What follows belongs to an exercise in optimizing a design on an open flow for small area; a production flow would make more cautious choices.
In this exercise RTL edits were held to simulation tests only and were not proved equivalent to the original.
Power is estimated from default activity; no workload was simulated.

the previous run:
==> module fifo_latch, before the edit <==
module fifo_latch
    #(parameter W = 46)
    (output logic [W-1:0] data_out,
    output logic loaded,             
    output logic [2:0] fifo_count,   
    output logic fifo_full,
    output logic fifo_half,
    output logic fifo_empty,
    input logic [W-1:0] data_in,
    input logic we,                  
    input logic read_n,
    input logic write_n,             
    input logic clk,
    input logic reset_n);
logic [W-1:0] mem [0:6];
logic [2:0] read_pointer, write_pointer;
logic [3:0] diff;
always_comb begin
    diff = {1'b0, write_pointer} - {1'b0, read_pointer};
    fifo_count = diff[3] ? diff[2:0] + 3'd7 : diff[2:0];
    fifo_full = (fifo_count == 3'd6);
    fifo_half = (fifo_count >= 3'd3);
    fifo_empty = (write_pointer == read_pointer);
end
always_ff @(posedge clk or negedge reset_n)
    if (!reset_n)
        read_pointer <= '0;
    else if (!read_n & !fifo_empty)
        read_pointer <= (read_pointer == 3'd6) ? 3'd0 : read_pointer + 1'b1;
always_ff @(posedge clk or negedge reset_n)
    if (!reset_n)
        write_pointer <= '0;
    else if (!write_n & !fifo_full)
        write_pointer <= (write_pointer == 3'd6) ? 3'd0 : write_pointer + 1'b1;
always_ff @(posedge clk)
    if (we)
        mem[write_pointer] <= data_in;
logic [6:0] rsel;
logic [W-1:0] data_next;
always_comb begin
    for (int i = 0; i < 7; i++)
        rsel[i] = !read_n && (read_pointer == 3'(i));
    data_next = read_n ? data_out : '0;
    for (int i = 0; i < 7; i++)
        data_next = data_next | (mem[i] & {W{rsel[i]}});
end
always_ff @(negedge clk or negedge reset_n)
    if (!reset_n) begin
        data_out <= '0;
        loaded <= 1'b0;
    end else begin
        data_out <= data_next;
        if (!read_n)
            loaded <= 1'b1;
    end
endmodule  
clock: 10.0 ns
lec_check: 0
cap_margin: 20
core_margin: 2
core_utilization: 40
slew_margin: 20
standard.sh (not shown) runs the stock make flow with config.mk's settings and CLKGATE_MAP_FILE= SYNTH_SCRIPT=/design/flow/synth_recipe.tcl, a recipe that flattens the netlist after the stock synthesis.
==> flow/flow/run.sh <==
#!/bin/bash
# Standard layout (the standard.sh), with the port buffers made from the
# smallest buffer cell and a clock tree of smaller buffers.
export BUFFER_PORTS_ARGS="-buffer_cell sky130_fd_sc_hd__buf_1"
export CTS_ARGS="-sink_clustering_enable -repair_clock_nets -dont_use_dummy_load -buf_list {sky130_fd_sc_hd__clkbuf_8} -root_buf sky130_fd_sc_hd__clkbuf_8 -sink_clustering_size 20 -sink_clustering_max_diameter 50"
bash standard.sh > standard.log 2>&1
## Diff of input files: the current run against the previous run
--- a/flow/design.v
+++ b/flow/design.v
@@ -13,10 +13,11 @@
     input logic clk,
     input logic reset_n);
 logic [W-1:0] mem [0:6];
 logic [2:0] read_pointer, write_pointer;
 logic [3:0] diff;
+logic loaded_q, running;
 always_comb begin
     diff = {1'b0, write_pointer} - {1'b0, read_pointer};
     fifo_count = diff[3] ? diff[2:0] + 3'd7 : diff[2:0];
     fifo_full = (fifo_count == 3'd6);
     fifo_half = (fifo_count >= 3'd3);
@@ -34,27 +35,34 @@
         write_pointer <= (write_pointer == 3'd6) ? 3'd0 : write_pointer + 1'b1;
 always_ff @(posedge clk)
     if (we)
         mem[write_pointer] <= data_in;
 logic [6:0] rsel;
-logic [W-1:0] data_next;
+logic rd, hsel;
+logic [W-1:0] data_hold;
 always_comb begin
+    rd = !read_n && running;
     for (int i = 0; i < 7; i++)
-        rsel[i] = !read_n && (read_pointer == 3'(i));
-    data_next = read_n ? data_out : '0;
+        rsel[i] = rd && (read_pointer == 3'(i));
+    hsel = read_n && loaded_q;
+    data_out = data_hold & {W{hsel}};
     for (int i = 0; i < 7; i++)
-        data_next = data_next | (mem[i] & {W{rsel[i]}});
+        data_out = data_out | (mem[i] & {W{rsel[i]}});
+    loaded = loaded_q | rd;
 end
-always_ff @(negedge clk or negedge reset_n)
-    if (!reset_n) begin
-        data_out <= '0;
-        loaded <= 1'b0;
-    end else begin
-        data_out <= data_next;
-        if (!read_n)
-            loaded <= 1'b1;
-    end
+always_ff @(posedge clk)
+    data_hold <= data_out;
+always_ff @(posedge clk or negedge reset_n)
+    if (!reset_n)
+        running <= 1'b0;
+    else
+        running <= 1'b1;
+always_ff @(posedge clk or negedge reset_n)
+    if (!reset_n)
+        loaded_q <= 1'b0;
+    else if (rd)
+        loaded_q <= 1'b1;
 endmodule  
 module channel_ctrl
     #(parameter integer WIDTH = 64,
     parameter integer MAIN_FIFO_BITS = 12,
     parameter integer LOCAL_FIFO_DEPTH = 8)
[summary]
Delta (the current run minus the previous run): design area dropped 1.9%; areal power density over the cells dropped about 4.5%; via count of the routed design barely changed. The current run vs the previous run: mean post-synth cell area down slightly. Sequential cell count: the previous run vs the current run, no meaningful difference. Between the current run and the previous run, the difference in share of synthesized area occupied by flip-flops and latches is negligible. The current run: buffer and inverter count on the worst path 1 above the previous run. Post-route met1 wirelength (the current run over the previous run): decrease, 3.4%. Launching instance or port of the critical path = adc_hold_delay[5]: the current run; launching instance or port of the critical path = fifo_inst.loaded$_DFFE_NN0N_: the previous run. Taking the previous run as the reference, in the current run total power consumption of the routed design now sits lower, setup slack now larger, logic gate share of total power decreased by 2.1 points relative to the old numbers.

==> what the ideal ports hide <==
Ports are ideal in the flow. The routed layout listed here was re-timed in OpenROAD. Step 1: set_driving_cell puts a clkbuf_16 on clk and a buf_2 on each other input, an assumption about the parent block. Step 2 adds t to the input delays and takes it off the output delays; t is the mean of the earliest and latest rising clock arrival at the registers after step 1. Input paths then give back, and output paths get back, about the clock's delay inside the block. a / b / c = ideal ports / drivers / drivers and shift; a / b = the first two.
run: the current run
t, ns: 0.658
setup slack, ns: 3.672 / 3.681 / 3.037
slew at the worst register clock pin (ns): 0.12 / 0.12
After both steps the current run still meets setup and hold. The setup slack of the current run moves by +0.009 ns with the drivers and by -0.635 ns with both steps.
